From an optimization exercise on the open Yosys and OpenROAD flow, aimed at small area; shortcuts taken in it are not production practice.
Where RTL was checked, it was by simulation tests only, not by an equivalence proof against the original.
No functional check of the RTL was part of run 2.
No activity file was given, so power comes from the tool's default toggle rates.

==> flow/design.v, too long to show whole: its modules and the start of the top module <==
// module calc_mvd_cost: 724 lines
module calc_mvd_cost (
    input                       ap_clk,
    input                       ap_rst,
    input                       ap_start,
    input                       ap_ce,
    output logic                ap_done,
    output logic                ap_ready,
    output logic                ap_idle,
    input        [31:0]         x,
    input        [31:0]         y,
    input        [31:0]         mv_shift,
    input        [15:0]         mv_cand_0,
    input        [15:0]         mv_cand_1,
    input        [15:0]         mv_cand_2,
    input        [15:0]         mv_cand_3,
    output logic [63:0]         bitcost,
    output logic                bitcost_ap_vld,
    input        [63:0]         lambda_sqrt_integer_int64,
    input        [63:0]         lambda_sqrt_decimal_int64,
    output logic [63:0]         mvd_cost_int64,
    output logic                mvd_cost_int64_ap_vld
);
  // ...
==> flow/flow/run.sh <==
#!/bin/bash
set -euo pipefail
work=$(pwd)
mkdir -p custom
# ORFS's synth.tcl, with the ABC script swapped after the preamble sets it
sed 's|^source \$::env(SCRIPTS_DIR)/synth_preamble.tcl$|&\nset abc_args [lreplace $abc_args 1 1 '"$work"'/flow/abc_area_timing.script]|' \
    "$FLOW_HOME/scripts/synth.tcl" > custom/synth.tcl
grep -q abc_area_timing custom/synth.tcl
sed 's|^source \$::env(SCRIPTS_DIR)/synth.tcl$|source '"$work"'/custom/synth.tcl|' synth_recipe.tcl > custom/synth_recipe.tcl
grep -q custom/synth.tcl custom/synth_recipe.tcl
bash standard.sh SYNTH_SCRIPT="$work/custom/synth_recipe.tcl" SYNTH_ARGS=-noabc \
    "BUFFER_PORTS_ARGS=-buffer_cell sky130_fd_sc_hd__buf_1" finish > standard_flow.log 2>&1
==> flow/flow/abc_area_timing.script <==
&get -n
&st
&dch
&nf -R 1000
&put
buffer -c
topo
stime -c
upsize -c
dnsize -c
==> flow/standard.sh <==
#!/bin/bash
# synth_recipe.tcl (not shown) runs the flow's synth.tcl, then flattens the netlist and writes it again
# the make line also repeats each setting of config.mk as NAME=value (left out here)
make -C /OpenROAD-flow-scripts/flow DESIGN_CONFIG=/design/flow/config.mk WORK_HOME=/design/flow/orfs CLKGATE_MAP_FILE= SYNTH_SCRIPT=/design/flow/synth_recipe.tcl "${@:-finish}"
==> flow/config.mk <==
export PLATFORM = sky130hd
export DESIGN_NAME = calc_mvd_cost
export DESIGN_NICKNAME = calc_mvd_cost
export VERILOG_FILES = /design/flow/design.v
export SDC_FILE = /design/flow/constraint.sdc
export NUM_CORES = 4
export LEC_CHECK = 0
export CAP_MARGIN = 20
export CORE_MARGIN = 2
export CORE_UTILIZATION = 40
export SLEW_MARGIN = 20
==> flow/constraint.sdc <==
create_clock -name core_clock -period 9.0 [get_ports {ap_clk}]
set_input_delay 1.8000 -clock core_clock [delete_from_list [all_inputs] [get_ports {ap_clk}]]
set_output_delay 1.8000 -clock core_clock [all_outputs]
set_load 0.01 [all_outputs]
==> run summary, run 1 <==
hold_sp=r4[34]; R2R Path Start=ma1[1]; Sw Share=0.431; Reg clk slew, reported paths=0.06 ns; Comb power=0.00743 W; vias per cell=5.10; dpl cell area=29800 µm²; startpoint types=primary input; antenna-violating nets left=0; share of the synthesized area in the top cell type=0.310; met1 WL=27300 µm; HPWL after DPL=51600 µm; Synth cell types=74; flops & latches, synth=295; outcome=complete, no violations; most frequent cell after synthesis=edfxtp_1; met3 Use GR=0.0213; sequential fraction of design power=0.225; register area share after synthesis=0.317; R2R setup slack=1.19 ns; NonClk Buf Share=0.0467; commonest non-fill, non-tap cell in the layout=edfxtp_1; global-route wire length before repair=103000 µm; layout cells sized above 1=0.0586; Pwr top=combinational cells; WS Path Type=in -> reg; Power Internal=0.00638 W; Inverters=100; Die Wd=268 µm; DRC=0; largest net degree at the start of global routing=169; clock network area share=0.0324; largest family of logic cells by synthesized area=adder cells; Iter 0 DRT Violations=1103; initial core utilization=0.405; met2 usage=0.326; FF/Latch Area=8820 µm²; most common library cells after synthesis=edfxtp_1, fa_1, nand2_1, a21oi_1, nor2b_1; seq_cells=295; Clock Skew=0.0174 ns; diode count=2; Synth area leader=edfxtp_1; final worst slack=0.811 ns; Buf/Inv on CP=2
==> run 2: changes to the inputs <==
--- a/flow/design.v
+++ b/flow/design.v
@@ -30,22 +30,36 @@
         u  = v << s[3:0];
         lo = (s[4] | big) ? 16'd0 : u[15:0];
         f0 = big | (s[4] ? (u[15:0] == 16'h0000) : (u[31:16] == 16'h0000));
         f1 = ~big & (s[4] ? (u[15:0] == 16'hFFFF) : (u[31:16] == 16'hFFFF));
         shift_axis = {f1, f0, lo};
     endfunction
     function automatic logic [4:0] comp_class(input logic [17:0] xa, input logic [15:0] c);
         logic [16:0] t;
+        logic [7:0]  rh, ih;
+        logic        cl, ch;
         logic [15:0] d;
         logic [14:0] u;
         logic [15:1] th;
         logic        sgn, sml, one;
         logic [3:0]  l;
-        t = {1'b0, xa[15:0]} + {1'b0, ~c} + 17'd1;
+        cl = 1'b1;
+        for (int i = 0; i < 8; i++) begin
+            t[i] = xa[i] ^ ~c[i] ^ cl;
+            cl = (xa[i] & ~c[i]) | (cl & (xa[i] ^ ~c[i]));
+        end
+        ch = 1'b0;
+        for (int i = 8; i < 16; i++) begin
+            rh[i - 8] = xa[i] ^ ~c[i] ^ ch;
+            ch = (xa[i] & ~c[i]) | (ch & (xa[i] ^ ~c[i]));
+        end
+        ih = rh + 8'd1;
+        t[15:8] = cl ? ih : rh;
+        t[16] = ch | (cl & (&rh));
         d = t[15:0];
         sgn = d[15];
         sml = (d[15] ^ t[16] ^ c[15]) ? xa[16] : xa[17];
         u = d[14:0] ^ {15{sgn}};
         for (int i = 1; i < 15; i++)
             th[i] = (|(u >> i)) | (sgn & (&(u | ~((15'd1 << i) - 15'd1))));
         th[15] = sgn & (&u);
         l[3] = th[8];
@@ -53,28 +67,28 @@
         l[1] = (th[2] & ~th[4]) | (th[6] & ~th[8]) | (th[10] & ~th[12]) | th[14];
         l[0] = (th[1] & ~th[2]) | (th[3] & ~th[4]) | (th[5] & ~th[6]) | (th[7] & ~th[8]) |
                (th[9] & ~th[10]) | (th[11] & ~th[12]) | (th[13] & ~th[14]) | th[15];
         one = (u[14:1] == 14'd0) & (u[0] ^ sgn);
         comp_class = {one & sml, l | {4{~sml}}};
     endfunction
     logic [17:0] xa, ya;
     logic [4:0]  ca_h, ca_v, cb_h, cb_v;
-    logic [5:0]  ma, mb;
     assign xa = shift_axis(x, mv_shift[4:0], shift_big);
     assign ya = shift_axis(y, mv_shift[4:0], shift_big);
     assign ca_h = comp_class(xa, mv_cand_0);
     assign ca_v = comp_class(ya, mv_cand_1);
     assign cb_h = comp_class(xa, mv_cand_2);
     assign cb_v = comp_class(ya, mv_cand_3);
-    assign ma = {{1'b0, ca_h[3:0]} + {1'b0, ca_v[3:0]} + {4'd0, ca_h[4] & ca_v[4]}, ca_h[4] ^ ca_v[4]};
-    assign mb = {{1'b0, cb_h[3:0]} + {1'b0, cb_v[3:0]} + {4'd0, cb_h[4] & cb_v[4]}, cb_h[4] ^ cb_v[4]};
     logic [4:0]  vld;
     logic        ap_idle_r, ap_done_r;
+    logic [4:0]  ca_h1, ca_v1, cb_h1, cb_v1;
     logic [5:0]  ma1, mb1, m1, m2, m3, m4, m5;
+    assign ma1 = {{1'b0, ca_h1[3:0]} + {1'b0, ca_v1[3:0]} + {4'd0, ca_h1[4] & ca_v1[4]}, ca_h1[4] ^ ca_v1[4]};
+    assign mb1 = {{1'b0, cb_h1[3:0]} + {1'b0, cb_v1[3:0]} + {4'd0, cb_h1[4] & cb_v1[4]}, cb_h1[4] ^ cb_v1[4]};
     assign m1 = (mb1 < ma1) ? mb1 : ma1;
     logic [29:0] li1, ld1, li2, p2;
     logic [43:0] r3, r4, r5;
     logic [29:0] p1, h2;
     logic pt_w1, pt_w2, pt_w3, pt_w4, pt_w5, pt_w6, pt_w7, pt_w8, pt_w9, pt_w10, pt_w11, pt_w12, pt_w13, pt_w14, pt_w15, pt_w16, pt_w17, pt_w18, pt_w19, pt_w20, pt_w21, pt_w22, pt_w23, pt_w24, pt_w25, pt_w26, pt_w27, pt_w28, pt_w29, pt_w30, pt_w31, pt_w32, pt_w33, pt_w34, pt_w35, pt_w36, pt_w37, pt_w38, pt_w39, pt_w40, pt_w41, pt_w42, pt_w43, pt_w44, pt_w45, pt_w46, pt_w47, pt_w48, pt_w49, pt_w50, pt_w51, pt_w52, pt_w53, pt_w54, pt_w55, pt_w56, pt_w57, pt_w58, pt_w59, pt_w60, pt_w61, pt_w62, pt_w63, pt_w64, pt_w65, pt_w66, pt_w67, pt_w68, pt_w69, pt_w70, pt_w71, pt_w72, pt_w73, pt_w74, pt_w75, pt_w76, pt_w77, pt_w78, pt_w79, pt_w80, pt_w81, pt_w82, pt_w83, pt_w84, pt_w85, pt_w86, pt_w87, pt_w88, pt_w89, pt_w90, pt_w91, pt_w92, pt_w93, pt_w94, pt_w95, pt_w96, pt_w97, pt_w98, pt_w99, pt_w100, pt_w101, pt_w102, pt_w103, pt_w104, pt_w105, pt_w106, pt_w107, pt_w108, pt_w109, pt_w110, pt_w111, pt_w112, pt_w113, pt_w114, pt_w115, pt_w116, pt_w117, pt_w118, pt_w119, pt_w120, pt_w121, pt_w122, pt_w123, pt_w124, pt_w125, pt_w126, pt_w127, pt_w128, pt_w129, pt_w130, pt_w131, pt_w132, pt_w133, pt_w134, pt_w135, pt_w136, pt_w137, pt_w138, pt_w139, pt_w140, pt_w141, pt_w142, pt_w143, pt_w144, pt_w145, pt_w146, pt_w147, pt_w148, pt_w149, pt_w150, pt_w151, pt_w152, pt_w153, pt_w154, pt_w155, pt_w156, pt_w157, pt_w158, pt_w159, pt_w160, pt_w161, pt_w162, pt_w163, pt_w164, pt_w165, pt_w166, pt_w167, pt_w168, pt_w169, pt_w170, pt_w171, pt_w172, pt_w173, pt_w174, pt_w175, pt_w176, pt_w177, pt_w178, pt_w179, pt_w180, pt_w181, pt_w182, pt_w183, pt_w184, pt_w185, pt_w186, pt_w187, pt_w188, pt_w189, pt_w190, pt_w191, pt_w192, pt_w193, pt_w194, pt_w195, pt_w196, pt_w197, pt_w198, pt_w199, pt_w200, pt_w201, pt_w202, pt_w203, pt_w204, pt_w205, pt_w206, pt_w207, pt_w208, pt_w209, pt_w210, pt_w211, pt_w212, pt_w213, pt_w214, pt_w215, pt_w216, pt_w217, pt_w218, pt_w219, pt_w220, pt_w221, pt_w222, pt_w223, pt_w224, pt_w225, pt_w226, pt_w227, pt_w228, pt_w229, pt_w230, pt_w231, pt_w232, pt_w233, pt_w234, pt_w235, pt_w236, pt_w237, pt_w238, pt_w239, pt_w240, pt_w241, pt_w242, pt_w243, pt_w244, pt_w245, pt_w246, pt_w247, pt_w248, pt_w249, pt_w250, pt_w251, pt_w252, pt_w253, pt_w254, pt_w255, pt_w256, pt_w257, pt_w258, pt_w259, pt_w260, pt_w261, pt_w262, pt_w263, pt_w264, pt_w265, pt_w266, pt_w267, pt_w268;
     assign pt_w1 = (m1[0] & ld1[5]) ^ (m1[1] & ld1[4]);
     assign pt_w2 = (m1[0] & ld1[5]) & (m1[1] & ld1[4]);
     assign pt_w3 = (m1[0] & ld1[6]) ^ (m1[1] & ld1[5]) ^ (m1[2] & ld1[4]);
@@ -341,17 +355,184 @@
     assign pt_w264 = (pt_w207 & pt_w144) | (pt_w206 & (pt_w207 ^ pt_w144));
     assign pt_w265 = pt_w209 ^ pt_w148 ^ pt_w208;
     assign pt_w266 = (pt_w209 & pt_w148) | (pt_w208 & (pt_w209 ^ pt_w148));
     assign pt_w267 = pt_w211 ^ pt_w152 ^ pt_w210;
     assign pt_w268 = (pt_w211 & pt_w152) | (pt_w210 & (pt_w211 ^ pt_w152));
     logic [29:0] pt_a, pt_b;
     assign pt_a = {pt_w267, pt_w265, pt_w263, pt_w261, pt_w259, pt_w257, pt_w255, pt_w253, pt_w251, pt_w249, pt_w247, pt_w245, pt_w243, pt_w241, pt_w239, pt_w237, pt_w235, pt_w233, pt_w231, pt_w229, pt_w227, pt_w225, pt_w223, pt_w221, pt_w219, pt_w217, pt_w215, pt_w213, (m1[0] & ld1[1]), (m1[0] & ld1[0])};
     assign pt_b = {pt_w266, pt_w264, pt_w262, pt_w260, pt_w258, pt_w256, pt_w254, pt_w252, pt_w250, pt_w248, pt_w246, pt_w244, pt_w242, pt_w240, pt_w238, pt_w236, pt_w234, pt_w232, pt_w230, pt_w228, pt_w226, pt_w224, pt_w222, pt_w220, pt_w218, pt_w216, pt_w214, ld1[0], (m1[1] & ld1[0]), 1'b0};
-    assign p1 = pt_a + pt_b;
+    logic [29:0] pa_g, pa_p, pa_s;
+    assign pa_g = pt_a & pt_b;
+    assign pa_p = pt_a ^ pt_b;
+    wire pa_G1 = pa_g[1] | (pa_p[1] & pa_g[0]);
+    wire pa_P1 = pa_p[1] & pa_p[0];
+    wire pa_G2 = pa_g[3] | (pa_p[3] & pa_g[2]);
+    wire pa_P2 = pa_p[3] & pa_p[2];
+    wire pa_G3 = pa_g[5] | (pa_p[5] & pa_g[4]);
+    wire pa_P3 = pa_p[5] & pa_p[4];
+    wire pa_G4 = pa_g[7] | (pa_p[7] & pa_g[6]);
+    wire pa_P4 = pa_p[7] & pa_p[6];
+    wire pa_G5 = pa_g[9] | (pa_p[9] & pa_g[8]);
+    wire pa_P5 = pa_p[9] & pa_p[8];
+    wire pa_G6 = pa_g[11] | (pa_p[11] & pa_g[10]);
+    wire pa_P6 = pa_p[11] & pa_p[10];
+    wire pa_G7 = pa_g[13] | (pa_p[13] & pa_g[12]);
+    wire pa_P7 = pa_p[13] & pa_p[12];
+    wire pa_G8 = pa_g[15] | (pa_p[15] & pa_g[14]);
+    wire pa_P8 = pa_p[15] & pa_p[14];
+    wire pa_G9 = pa_g[17] | (pa_p[17] & pa_g[16]);
+    wire pa_P9 = pa_p[17] & pa_p[16];
+    wire pa_G10 = pa_g[19] | (pa_p[19] & pa_g[18]);
+    wire pa_P10 = pa_p[19] & pa_p[18];
+    wire pa_G11 = pa_g[21] | (pa_p[21] & pa_g[20]);
+    wire pa_P11 = pa_p[21] & pa_p[20];
+    wire pa_G12 = pa_g[23] | (pa_p[23] & pa_g[22]);
+    wire pa_P12 = pa_p[23] & pa_p[22];
+    wire pa_G13 = pa_g[25] | (pa_p[25] & pa_g[24]);
+    wire pa_P13 = pa_p[25] & pa_p[24];
+    wire pa_G14 = pa_g[27] | (pa_p[27] & pa_g[26]);
+    wire pa_P14 = pa_p[27] & pa_p[26];
+    wire pa_G15 = pa_g[2] | (pa_p[2] & pa_G1);
+    wire pa_P15 = pa_p[2] & pa_P1;
+    wire pa_G16 = pa_G2 | (pa_P2 & pa_G1);
+    wire pa_P16 = pa_P2 & pa_P1;
+    wire pa_G17 = pa_g[6] | (pa_p[6] & pa_G3);
+    wire pa_P17 = pa_p[6] & pa_P3;
+    wire pa_G18 = pa_G4 | (pa_P4 & pa_G3);
+    wire pa_P18 = pa_P4 & pa_P3;
+    wire pa_G19 = pa_g[10] | (pa_p[10] & pa_G5);
+    wire pa_P19 = pa_p[10] & pa_P5;
+    wire pa_G20 = pa_G6 | (pa_P6 & pa_G5);
+    wire pa_P20 = pa_P6 & pa_P5;
+    wire pa_G21 = pa_g[14] | (pa_p[14] & pa_G7);
+    wire pa_P21 = pa_p[14] & pa_P7;
+    wire pa_G22 = pa_G8 | (pa_P8 & pa_G7);
+    wire pa_P22 = pa_P8 & pa_P7;
+    wire pa_G23 = pa_g[18] | (pa_p[18] & pa_G9);
+    wire pa_P23 = pa_p[18] & pa_P9;
+    wire pa_G24 = pa_G10 | (pa_P10 & pa_G9);
+    wire pa_P24 = pa_P10 & pa_P9;
+    wire pa_G25 = pa_g[22] | (pa_p[22] & pa_G11);
+    wire pa_P25 = pa_p[22] & pa_P11;
+    wire pa_G26 = pa_G12 | (pa_P12 & pa_G11);
+    wire pa_P26 = pa_P12 & pa_P11;
+    wire pa_G27 = pa_g[26] | (pa_p[26] & pa_G13);
+    wire pa_P27 = pa_p[26] & pa_P13;
+    wire pa_G28 = pa_G14 | (pa_P14 & pa_G13);
+    wire pa_P28 = pa_P14 & pa_P13;
+    wire pa_G29 = pa_g[4] | (pa_p[4] & pa_G16);
+    wire pa_P29 = pa_p[4] & pa_P16;
+    wire pa_G30 = pa_G3 | (pa_P3 & pa_G16);
+    wire pa_P30 = pa_P3 & pa_P16;
+    wire pa_G31 = pa_G17 | (pa_P17 & pa_G16);
+    wire pa_P31 = pa_P17 & pa_P16;
+    wire pa_G32 = pa_G18 | (pa_P18 & pa_G16);
+    wire pa_P32 = pa_P18 & pa_P16;
+    wire pa_G33 = pa_g[12] | (pa_p[12] & pa_G20);
+    wire pa_P33 = pa_p[12] & pa_P20;
+    wire pa_G34 = pa_G7 | (pa_P7 & pa_G20);
+    wire pa_P34 = pa_P7 & pa_P20;
+    wire pa_G35 = pa_G21 | (pa_P21 & pa_G20);
+    wire pa_P35 = pa_P21 & pa_P20;
+    wire pa_G36 = pa_G22 | (pa_P22 & pa_G20);
+    wire pa_P36 = pa_P22 & pa_P20;
+    wire pa_G37 = pa_g[20] | (pa_p[20] & pa_G24);
+    wire pa_P37 = pa_p[20] & pa_P24;
+    wire pa_G38 = pa_G11 | (pa_P11 & pa_G24);
+    wire pa_P38 = pa_P11 & pa_P24;
+    wire pa_G39 = pa_G25 | (pa_P25 & pa_G24);
+    wire pa_P39 = pa_P25 & pa_P24;
+    wire pa_G40 = pa_G26 | (pa_P26 & pa_G24);
+    wire pa_P40 = pa_P26 & pa_P24;
+    wire pa_G41 = pa_g[28] | (pa_p[28] & pa_G28);
+    wire pa_P41 = pa_p[28] & pa_P28;
+    wire pa_G42 = pa_g[8] | (pa_p[8] & pa_G32);
+    wire pa_P42 = pa_p[8] & pa_P32;
+    wire pa_G43 = pa_G5 | (pa_P5 & pa_G32);
+    wire pa_P43 = pa_P5 & pa_P32;
+    wire pa_G44 = pa_G19 | (pa_P19 & pa_G32);
+    wire pa_P44 = pa_P19 & pa_P32;
+    wire pa_G45 = pa_G20 | (pa_P20 & pa_G32);
+    wire pa_P45 = pa_P20 & pa_P32;
+    wire pa_G46 = pa_G33 | (pa_P33 & pa_G32);
+    wire pa_P46 = pa_P33 & pa_P32;
+    wire pa_G47 = pa_G34 | (pa_P34 & pa_G32);
+    wire pa_P47 = pa_P34 & pa_P32;
+    wire pa_G48 = pa_G35 | (pa_P35 & pa_G32);
+    wire pa_P48 = pa_P35 & pa_P32;
+    wire pa_G49 = pa_G36 | (pa_P36 & pa_G32);
+    wire pa_P49 = pa_P36 & pa_P32;
+    wire pa_G50 = pa_g[24] | (pa_p[24] & pa_G40);
+    wire pa_P50 = pa_p[24] & pa_P40;
+    wire pa_G51 = pa_G13 | (pa_P13 & pa_G40);
+    wire pa_P51 = pa_P13 & pa_P40;
+    wire pa_G52 = pa_G27 | (pa_P27 & pa_G40);
+    wire pa_P52 = pa_P27 & pa_P40;
+    wire pa_G53 = pa_G28 | (pa_P28 & pa_G40);
+    wire pa_P53 = pa_P28 & pa_P40;
+    wire pa_G54 = pa_G41 | (pa_P41 & pa_G40);
+    wire pa_P54 = pa_P41 & pa_P40;
+    wire pa_G55 = pa_g[16] | (pa_p[16] & pa_G49);
+    wire pa_P55 = pa_p[16] & pa_P49;
+    wire pa_G56 = pa_G9 | (pa_P9 & pa_G49);
+    wire pa_P56 = pa_P9 & pa_P49;
+    wire pa_G57 = pa_G23 | (pa_P23 & pa_G49);
+    wire pa_P57 = pa_P23 & pa_P49;
+    wire pa_G58 = pa_G24 | (pa_P24 & pa_G49);
+    wire pa_P58 = pa_P24 & pa_P49;
+    wire pa_G59 = pa_G37 | (pa_P37 & pa_G49);
+    wire pa_P59 = pa_P37 & pa_P49;
+    wire pa_G60 = pa_G38 | (pa_P38 & pa_G49);
+    wire pa_P60 = pa_P38 & pa_P49;
+    wire pa_G61 = pa_G39 | (pa_P39 & pa_G49);
+    wire pa_P61 = pa_P39 & pa_P49;
+    wire pa_G62 = pa_G40 | (pa_P40 & pa_G49);
+    wire pa_P62 = pa_P40 & pa_P49;
+    wire pa_G63 = pa_G50 | (pa_P50 & pa_G49);
+    wire pa_P63 = pa_P50 & pa_P49;
+    wire pa_G64 = pa_G51 | (pa_P51 & pa_G49);
+    wire pa_P64 = pa_P51 & pa_P49;
+    wire pa_G65 = pa_G52 | (pa_P52 & pa_G49);
+    wire pa_P65 = pa_P52 & pa_P49;
+    wire pa_G66 = pa_G53 | (pa_P53 & pa_G49);
+    wire pa_P66 = pa_P53 & pa_P49;
+    wire pa_G67 = pa_G54 | (pa_P54 & pa_G49);
+    wire pa_P67 = pa_P54 & pa_P49;
+    assign pa_s[0] = pa_p[0];
+    assign pa_s[1] = pa_p[1] ^ pa_g[0];
+    assign pa_s[2] = pa_p[2] ^ pa_G1;
+    assign pa_s[3] = pa_p[3] ^ pa_G15;
+    assign pa_s[4] = pa_p[4] ^ pa_G16;
+    assign pa_s[5] = pa_p[5] ^ pa_G29;
+    assign pa_s[6] = pa_p[6] ^ pa_G30;
+    assign pa_s[7] = pa_p[7] ^ pa_G31;
+    assign pa_s[8] = pa_p[8] ^ pa_G32;
+    assign pa_s[9] = pa_p[9] ^ pa_G42;
+    assign pa_s[10] = pa_p[10] ^ pa_G43;
+    assign pa_s[11] = pa_p[11] ^ pa_G44;
+    assign pa_s[12] = pa_p[12] ^ pa_G45;
+    assign pa_s[13] = pa_p[13] ^ pa_G46;
+    assign pa_s[14] = pa_p[14] ^ pa_G47;
+    assign pa_s[15] = pa_p[15] ^ pa_G48;
+    assign pa_s[16] = pa_p[16] ^ pa_G49;
+    assign pa_s[17] = pa_p[17] ^ pa_G55;
+    assign pa_s[18] = pa_p[18] ^ pa_G56;
+    assign pa_s[19] = pa_p[19] ^ pa_G57;
+    assign pa_s[20] = pa_p[20] ^ pa_G58;
+    assign pa_s[21] = pa_p[21] ^ pa_G59;
+    assign pa_s[22] = pa_p[22] ^ pa_G60;
+    assign pa_s[23] = pa_p[23] ^ pa_G61;
+    assign pa_s[24] = pa_p[24] ^ pa_G62;
+    assign pa_s[25] = pa_p[25] ^ pa_G63;
+    assign pa_s[26] = pa_p[26] ^ pa_G64;
+    assign pa_s[27] = pa_p[27] ^ pa_G65;
+    assign pa_s[28] = pa_p[28] ^ pa_G66;
+    assign pa_s[29] = pa_p[29] ^ pa_G67;
+    assign p1 = pa_s;
     logic qt_w1, qt_w2, qt_w3, qt_w4, qt_w5, qt_w6, qt_w7, qt_w8, qt_w9, qt_w10, qt_w11, qt_w12, qt_w13, qt_w14, qt_w15, qt_w16, qt_w17, qt_w18, qt_w19, qt_w20, qt_w21, qt_w22, qt_w23, qt_w24, qt_w25, qt_w26, qt_w27, qt_w28, qt_w29, qt_w30, qt_w31, qt_w32, qt_w33, qt_w34, qt_w35, qt_w36, qt_w37, qt_w38, qt_w39, qt_w40, qt_w41, qt_w42, qt_w43, qt_w44, qt_w45, qt_w46, qt_w47, qt_w48, qt_w49, qt_w50, qt_w51, qt_w52, qt_w53, qt_w54, qt_w55, qt_w56, qt_w57, qt_w58, qt_w59, qt_w60, qt_w61, qt_w62, qt_w63, qt_w64, qt_w65, qt_w66, qt_w67, qt_w68, qt_w69, qt_w70, qt_w71, qt_w72, qt_w73, qt_w74, qt_w75, qt_w76, qt_w77, qt_w78, qt_w79, qt_w80, qt_w81, qt_w82, qt_w83, qt_w84, qt_w85, qt_w86, qt_w87, qt_w88, qt_w89, qt_w90, qt_w91, qt_w92, qt_w93, qt_w94, qt_w95, qt_w96, qt_w97, qt_w98, qt_w99, qt_w100, qt_w101, qt_w102, qt_w103, qt_w104, qt_w105, qt_w106, qt_w107, qt_w108, qt_w109, qt_w110, qt_w111, qt_w112, qt_w113, qt_w114, qt_w115, qt_w116, qt_w117, qt_w118, qt_w119, qt_w120, qt_w121, qt_w122, qt_w123, qt_w124, qt_w125, qt_w126, qt_w127, qt_w128, qt_w129, qt_w130, qt_w131, qt_w132, qt_w133, qt_w134, qt_w135, qt_w136, qt_w137, qt_w138, qt_w139, qt_w140, qt_w141, qt_w142, qt_w143, qt_w144, qt_w145, qt_w146, qt_w147, qt_w148, qt_w149, qt_w150, qt_w151, qt_w152, qt_w153, qt_w154, qt_w155, qt_w156, qt_w157, qt_w158, qt_w159, qt_w160, qt_w161, qt_w162, qt_w163, qt_w164, qt_w165, qt_w166, qt_w167, qt_w168, qt_w169, qt_w170, qt_w171, qt_w172, qt_w173, qt_w174, qt_w175, qt_w176, qt_w177, qt_w178, qt_w179, qt_w180, qt_w181, qt_w182, qt_w183, qt_w184, qt_w185, qt_w186, qt_w187, qt_w188, qt_w189, qt_w190, qt_w191, qt_w192, qt_w193, qt_w194, qt_w195, qt_w196, qt_w197, qt_w198, qt_w199, qt_w200, qt_w201, qt_w202, qt_w203, qt_w204, qt_w205, qt_w206, qt_w207, qt_w208, qt_w209, qt_w210, qt_w211, qt_w212, qt_w213, qt_w214, qt_w215, qt_w216, qt_w217, qt_w218, qt_w219, qt_w220, qt_w221, qt_w222, qt_w223, qt_w224, qt_w225, qt_w226, qt_w227, qt_w228, qt_w229, qt_w230, qt_w231, qt_w232, qt_w233, qt_w234, qt_w235, qt_w236, qt_w237, qt_w238, qt_w239, qt_w240, qt_w241, qt_w242, qt_w243, qt_w244, qt_w245, qt_w246, qt_w247, qt_w248, qt_w249, qt_w250, qt_w251, qt_w252, qt_w253, qt_w254, qt_w255, qt_w256, qt_w257, qt_w258, qt_w259, qt_w260, qt_w261, qt_w262, qt_w263, qt_w264, qt_w265, qt_w266, qt_w267, qt_w268, qt_w269, qt_w270, qt_w271, qt_w272, qt_w273, qt_w274, qt_w275, qt_w276, qt_w277, qt_w278, qt_w279, qt_w280, qt_w281, qt_w282, qt_w283, qt_w284, qt_w285, qt_w286, qt_w287, qt_w288, qt_w289, qt_w290, qt_w291, qt_w292, qt_w293, qt_w294, qt_w295, qt_w296, qt_w297, qt_w298, qt_w299, qt_w300, qt_w301, qt_w302, qt_w303, qt_w304, qt_w305, qt_w306, qt_w307, qt_w308, qt_w309, qt_w310, qt_w311, qt_w312, qt_w313, qt_w314, qt_w315, qt_w316, qt_w317, qt_w318, qt_w319, qt_w320, qt_w321, qt_w322, qt_w323, qt_w324, qt_w325, qt_w326;
     assign qt_w1 = (m2[0] & li2[4]) ^ (m2[1] & li2[3]);
     assign qt_w2 = (m2[0] & li2[4]) & (m2[1] & li2[3]);
     assign qt_w3 = (m2[0] & li2[5]) ^ (m2[1] & li2[4]) ^ (m2[2] & li2[3]);
     assign qt_w4 = ((m2[0] & li2[5]) & (m2[1] & li2[4])) | ((m2[2] & li2[3]) & ((m2[0] & li2[5]) ^ (m2[1] & li2[4])));
     assign qt_w5 = (m2[3] & li2[2]) ^ (m2[4] & li2[1]);
     assign qt_w6 = (m2[3] & li2[2]) & (m2[4] & li2[1]);
     assign qt_w7 = (m2[0] & li2[6]) ^ (m2[1] & li2[5]) ^ (m2[2] & li2[4]);
@@ -672,32 +853,69 @@
     assign qt_w322 = (qt_w263 & qt_w200) | (qt_w262 & (qt_w263 ^ qt_w200));
     assign qt_w323 = qt_w265 ^ qt_w204 ^ qt_w264;
     assign qt_w324 = (qt_w265 & qt_w204) | (qt_w264 & (qt_w265 ^ qt_w204));
     assign qt_w325 = qt_w267 ^ qt_w208 ^ qt_w266;
     assign qt_w326 = (qt_w267 & qt_w208) | (qt_w266 & (qt_w267 ^ qt_w208));
     logic [29:0] qt_a, qt_b;
     assign qt_a = {qt_w325, qt_w323, qt_w321, qt_w319, qt_w317, qt_w315, qt_w313, qt_w311, qt_w309, qt_w307, qt_w305, qt_w303, qt_w301, qt_w299, qt_w297, qt_w295, qt_w293, qt_w291, qt_w289, qt_w287, qt_w285, qt_w283, qt_w281, qt_w279, qt_w277, qt_w275, qt_w273, qt_w271, qt_w269, (m2[0] & li2[0])};
     assign qt_b = {qt_w324, qt_w322, qt_w320, qt_w318, qt_w316, qt_w314, qt_w312, qt_w310, qt_w308, qt_w306, qt_w304, qt_w302, qt_w300, qt_w298, qt_w296, qt_w294, qt_w292, qt_w290, qt_w288, qt_w286, qt_w284, qt_w282, qt_w280, qt_w278, qt_w276, qt_w274, qt_w272, qt_w270, p2[15], p2[14]};
-    assign h2 = qt_a + qt_b;
+    logic [29:0] qa_s;
+    logic [9:0] qa_r0;
+    logic qa_c0;
+    always_comb begin
+        qa_c0 = 1'b0;
+        for (int i = 0; i < 10; i++) begin
+            qa_r0[i] = qt_a[0 + i] ^ qt_b[0 + i] ^ qa_c0;
+            qa_c0 = (qt_a[0 + i] & qt_b[0 + i]) | (qa_c0 & (qt_a[0 + i] ^ qt_b[0 + i]));
+        end
+    end
+    assign qa_s[9:0] = qa_r0;
+    wire qa_k0 = qa_c0;
+    logic [9:0] qa_r1;
+    logic qa_c1;
+    always_comb begin
+        qa_c1 = 1'b0;
+        for (int i = 0; i < 10; i++) begin
+            qa_r1[i] = qt_a[10 + i] ^ qt_b[10 + i] ^ qa_c1;
+            qa_c1 = (qt_a[10 + i] & qt_b[10 + i]) | (qa_c1 & (qt_a[10 + i] ^ qt_b[10 + i]));
+        end
+    end
+    wire [9:0] qa_i1 = qa_r1 + 10'd1;
+    assign qa_s[19:10] = qa_k0 ? qa_i1 : qa_r1;
+    wire qa_k1 = qa_c1 | (qa_k0 & (&qa_r1));
+    logic [9:0] qa_r2;
+    logic qa_c2;
+    always_comb begin
+        qa_c2 = 1'b0;
+        for (int i = 0; i < 10; i++) begin
+            qa_r2[i] = qt_a[20 + i] ^ qt_b[20 + i] ^ qa_c2;
+            qa_c2 = (qt_a[20 + i] & qt_b[20 + i]) | (qa_c2 & (qt_a[20 + i] ^ qt_b[20 + i]));
+        end
+    end
+    wire [9:0] qa_i2 = qa_r2 + 10'd1;
+    assign qa_s[29:20] = qa_k1 ? qa_i2 : qa_r2;
+    assign h2 = qa_s;
     always_ff @(posedge ap_clk or posedge ap_rst) begin
         if (ap_rst) begin
             vld <= 5'd0;
             ap_idle_r <= 1'b1;
             ap_done_r <= 1'b0;
         end else if (ap_ce) begin
             vld <= {vld[3:0], ap_start};
             ap_idle_r <= ap_idle;
             ap_done_r <= ap_done;
         end
     end
     always_ff @(posedge ap_clk) begin
         if (ap_ce) begin
-            ma1 <= ma;
-            mb1 <= mb;
+            ca_h1 <= ca_h;
+            ca_v1 <= ca_v;
+            cb_h1 <= cb_h;
+            cb_v1 <= cb_v;
             li1 <= lambda_sqrt_integer_int64[29:0];
             ld1 <= lambda_sqrt_decimal_int64[29:0];
             m2 <= m1;
             li2 <= li1;
             p2 <= p1;
             m3 <= m2;
             r3 <= {h2, p2[13:0]};
             m4 <= m3;
==> run 2 against run 1 <==
Compared with the run above:
- register-to-register slack worse by 0.53 ns
- worst hold slack got worse by 0.0080 ns
- still clean on timing, DRC and antenna
- sequential power rose by 14%
- synthesized area fell by 2.9%
- highest routed layer unchanged
- clock power increased by 3%
- die area down 2.8%
- count of clock-buffer cells in the layout grew 2
- fmax decreased by 5.4%
==> run summary, run 2 <==
outcome=complete, no violations (unchanged); total gr overflow=0 (unchanged); post-layout min period=8.66 ns (was 8.19 ns); drt wl/cell=16.6 µm (about the same); hold violation count in the final report=0 (unchanged); Non-Filler Instances=3611 (was 3870); clk buf depth=3 (unchanged); placed insts=3545 (was 3811); crit path DAT=8.96 ns (was 8.50 ns); register area share after synthesis=0.335 (was 0.317); Post-CTS Hold Fix Bufs=0 (unchanged); CP most frequent cell=fa_2; IO buf count=278 (unchanged); CP top delay family=simple AND/OR/NAND/NOR gates (unchanged); WS Path Type=in -> reg (unchanged); antenna-violating nets left=0 (unchanged); DP Worst Slack=-0.243 ns (was 0.232 ns); final worst slack=0.340 ns (was 0.811 ns); Syn Area/Cell=11.6 µm² (was 10.5 µm²); CP peak stage delay=0.40 ns (was 0.47 ns); core box area=67000 µm² (was 68800 µm²); largest registers=r3 (44), r4 (44), r5 (44) (unchanged); asr flop ratio synth=0.0231 (was 0.0237); Worst Path Max Fanout=14 (was 12); GRT Total Usage=0.172 (was 0.177); Synth area leader=edfxtp_1 (unchanged); HP Class=reg -> reg (unchanged); DRC=0 (unchanged); initial core utilization=0.404 (was 0.405); NumNets Final=3453 (was 3649); Iter 0 DRT Violations=925 (was 1103); flops & latches, synth=303 (was 295); max-cap violation count=0 (unchanged); post-layout util=0.465 (was 0.448); total power=0.0147 W (was 0.0112 W); cts bufs inserted=31 (was 30); Die Wd=264 µm (was 268 µm); pwr/cell area=472 nW/µm² (was 364 nW/µm²); Skew-Pair Late Insertion Delay=0.58 ns (was 0.57 ns); Mapped Area=27100 µm² (was 27900 µm²); share of the synthesized area in the top cell type=0.328 (was 0.310); Synth cell types=71 (was 74); drt pass-1 iters=7 (was 5); EDFF count, synth=296 (was 288); max_slew headroom=0.351 (was 0.387); via count=18100 (was 19700); vias per cell=5.00 (was 5.10); global-route wire length before repair=97600 µm (was 103000 µm); largest cells by area after synthesis=edfxtp_1, fa_1, and2_1, ha_1, xnor2_1 (was edfxtp_1, fa_1, ha_1, xnor2_1, nor2b_1); layout cells sized above 1=0.119 (was 0.0586); WL final=60100 µm (was 64200 µm); most common library cells after synthesis=fa_1, edfxtp_1, and2_1, nand2_1, nor2_1 (was edfxtp_1, fa_1, nand2_1, a21oi_1, nor2b_1); H-tree Lvls=1 (unchanged); RSZ-0062 raised after global routing=no (unchanged); cell at the slowest stage of the critical path=fa_2 (was fa_1); Synth Instances=2335 (was 2647); Crit path required time=9.30 ns (was 9.31 ns); most frequent cells in the layout=fa_1, edfxtp_1, buf_1, and2_1, nand2_1 (was edfxtp_1, buf_1, fa_1, nand2_1, a21oi_1); row count=95 (was 96); clock sink count=303 (was 295); period utilization=0.962 (was 0.910); most frequent cell after synthesis=fa_1 (was edfxtp_1); number of global-route vias before repair=19200 (was 20700); routability cong.=0.889 (was 0.910); initial antenna violation count=6 (was 8); maximum vdd drop=0.000382 V (was 0.000235 V); Max Fclk=115 MHz (was 122 MHz); LEAKAGE=11.9 nW (was 12.4 nW); top_reg_cell synth=edfxtp_1 (unchanged); # IOs=425 (unchanged); Die ar.=69800 µm² (was 71800 µm²); endpoint class of the critical path=flip-flop (unchanged); HPWL after DPL=48700 µm (was 51600 µm); Syn-to-layout area delta=15.1% (was 10.7%); CTS tree=done (unchanged); Clock Skew=0.0233 ns (was 0.0174 ns); height of the die=264 µm (was 268 µm); commonest non-fill, non-tap cell in the layout=fa_1 (was edfxtp_1); CTS root buf=clkbuf_16 (unchanged); Buf/Inv on CP=4 (was 2); Slew Limit Fails=0 (unchanged); Reg clk slew, reported paths=0.07 ns (was 0.06 ns); number of synthesis warnings=1 (unchanged); Final Setup Violations=0 (unchanged); largest net degree at the start of global routing=79 (was 169); startpoint types=primary input (unchanged); Tightest Pin Transition=0.974 ns (was 0.920 ns)
[run 2: cell types whose count changed after synthesis, sizes merged, moves of 16 or more]
cell,before,now
nor2b,179,124
nor3,39,23
a21o,34,8
nor2,158,140
xnor2,138,98
a21oi,185,100
nand2,211,172
inv,100,51
ha,172,96
fa,272,352
o21ai,128,89
and2,168,221
[run 2: path summary, 6_finish.rpt]
check                        startpoint  slack (ns)        end  depth (start not counted)
setup / recovery           mv_shift[17]        0.34   cb_v1[0]                         28
hold / removal                   r3[11]        0.41     r4[11]                          0
setup reg to reg               ca_v1[4]        0.66     p2[27]                         29
hold reg to reg                  r3[11]        0.41     r4[11]                          0
max in group asynchronous        ap_rst        7.61  ap_idle_r                          2
min in group asynchronous        ap_rst        1.12     vld[1]                          2
[run 2: layout make-up]
cell class	instances	area, µm²
antenna	2	5.00
clock buffer	35	791
clock inverter	21	234
fill	6222	35900
inverter	52	195
multi-input combinational	1891	17500
sequential	303	9060
tap	873	1090
timing repair buffer	434	2300
[run 2: power by group]
part           total (W)  switching, W  internal (W)
clock            0.00129      0.000541      0.000752
combinational     0.0105       0.00558       0.00494
sequential       0.00289      0.000167       0.00272
[run 2: kinds of logic (layout without fill, tap and decap cells)]
group,count (synthesis),after routing,synth area share
muxes,101,101,0.0400
xor gates and xnor gates,155,155,0.0513
DFF,303,303,0.335
AOI/OAI and AO/OA,255,255,0.0543
other,2,80,0.000277
and+or+nand+nor,854,854,0.172
buffers and inverters,217,542,0.0425
adders and majority gates,448,448,0.305
[run 2: layer usage]
layer	track usage	up-vias	wire, µm
li1	-	8617	-
met1	0.214	8982	24700
met2	0.315	387	31300
met3	0.0257	69	2990
met4	0.0399	8	1020
met5	0	-	46
[run 2: stage by stage]
step                hold slack [ns]  instance area (µm²)  TNS (ns)
floorplan                     0.400                27600    -0.201
global placement              0.400                30000    -0.572
detailed placement            0.405                30000     -1.13
CTS                           0.401                31000         0
global route                  0.409                31100         0
finish                        0.407                31100         0
[run 2: worst reg2reg max path: cells and delay by family, from the launching register on]
family / cells / cell delay [ns]
fa+ha+maj: 9 / 3.73
compound gates: 10 / 2.07
simple gates: 5 / 0.67
buf+inv: 3 / 0.54
mux: 1 / 0.50
flops: 1 / 0.40
xor+xnor: 1 / 0.16
[run 2: what timing repair did]
action,4_1_cts,5_1_grt
setup endpoints to repair,0,11
gates resized for setup,0,12
buffers inserted,0,8

[port drivers added, routing unchanged]
No port has a modelled driver above. Below, the same layouts with a new extraction and two added sets of constraints. Step 1, drivers: a clkbuf_16 drives ap_clk and a buf_2 each remaining input, both assumed. Step 2, shift: input delay + t, output delay - t, t = (earliest + latest rising clock arrival at the registers) / 2. This alone moves slack from input paths to output paths. a / b / c = ideal / step 1 / step 2; a / b = the first two.
run | t (ns) | setup WS [ns] | clock arrival spread, ns | pins driven straight from the clock port
run 1 | 0.611 | 0.811 / 0.826 / 0.215 | 0.017 / 0.018 | 1
run 2 | 0.619 | 0.340 / 0.372 / -0.247 | 0.026 / 0.025 | 1
With both steps, setup timing fails in run 2, where it was met with ideal ports. For run 1, which loses most, drivers alone change the setup slack by +0.015 ns; drivers and shift together by -0.596 ns.
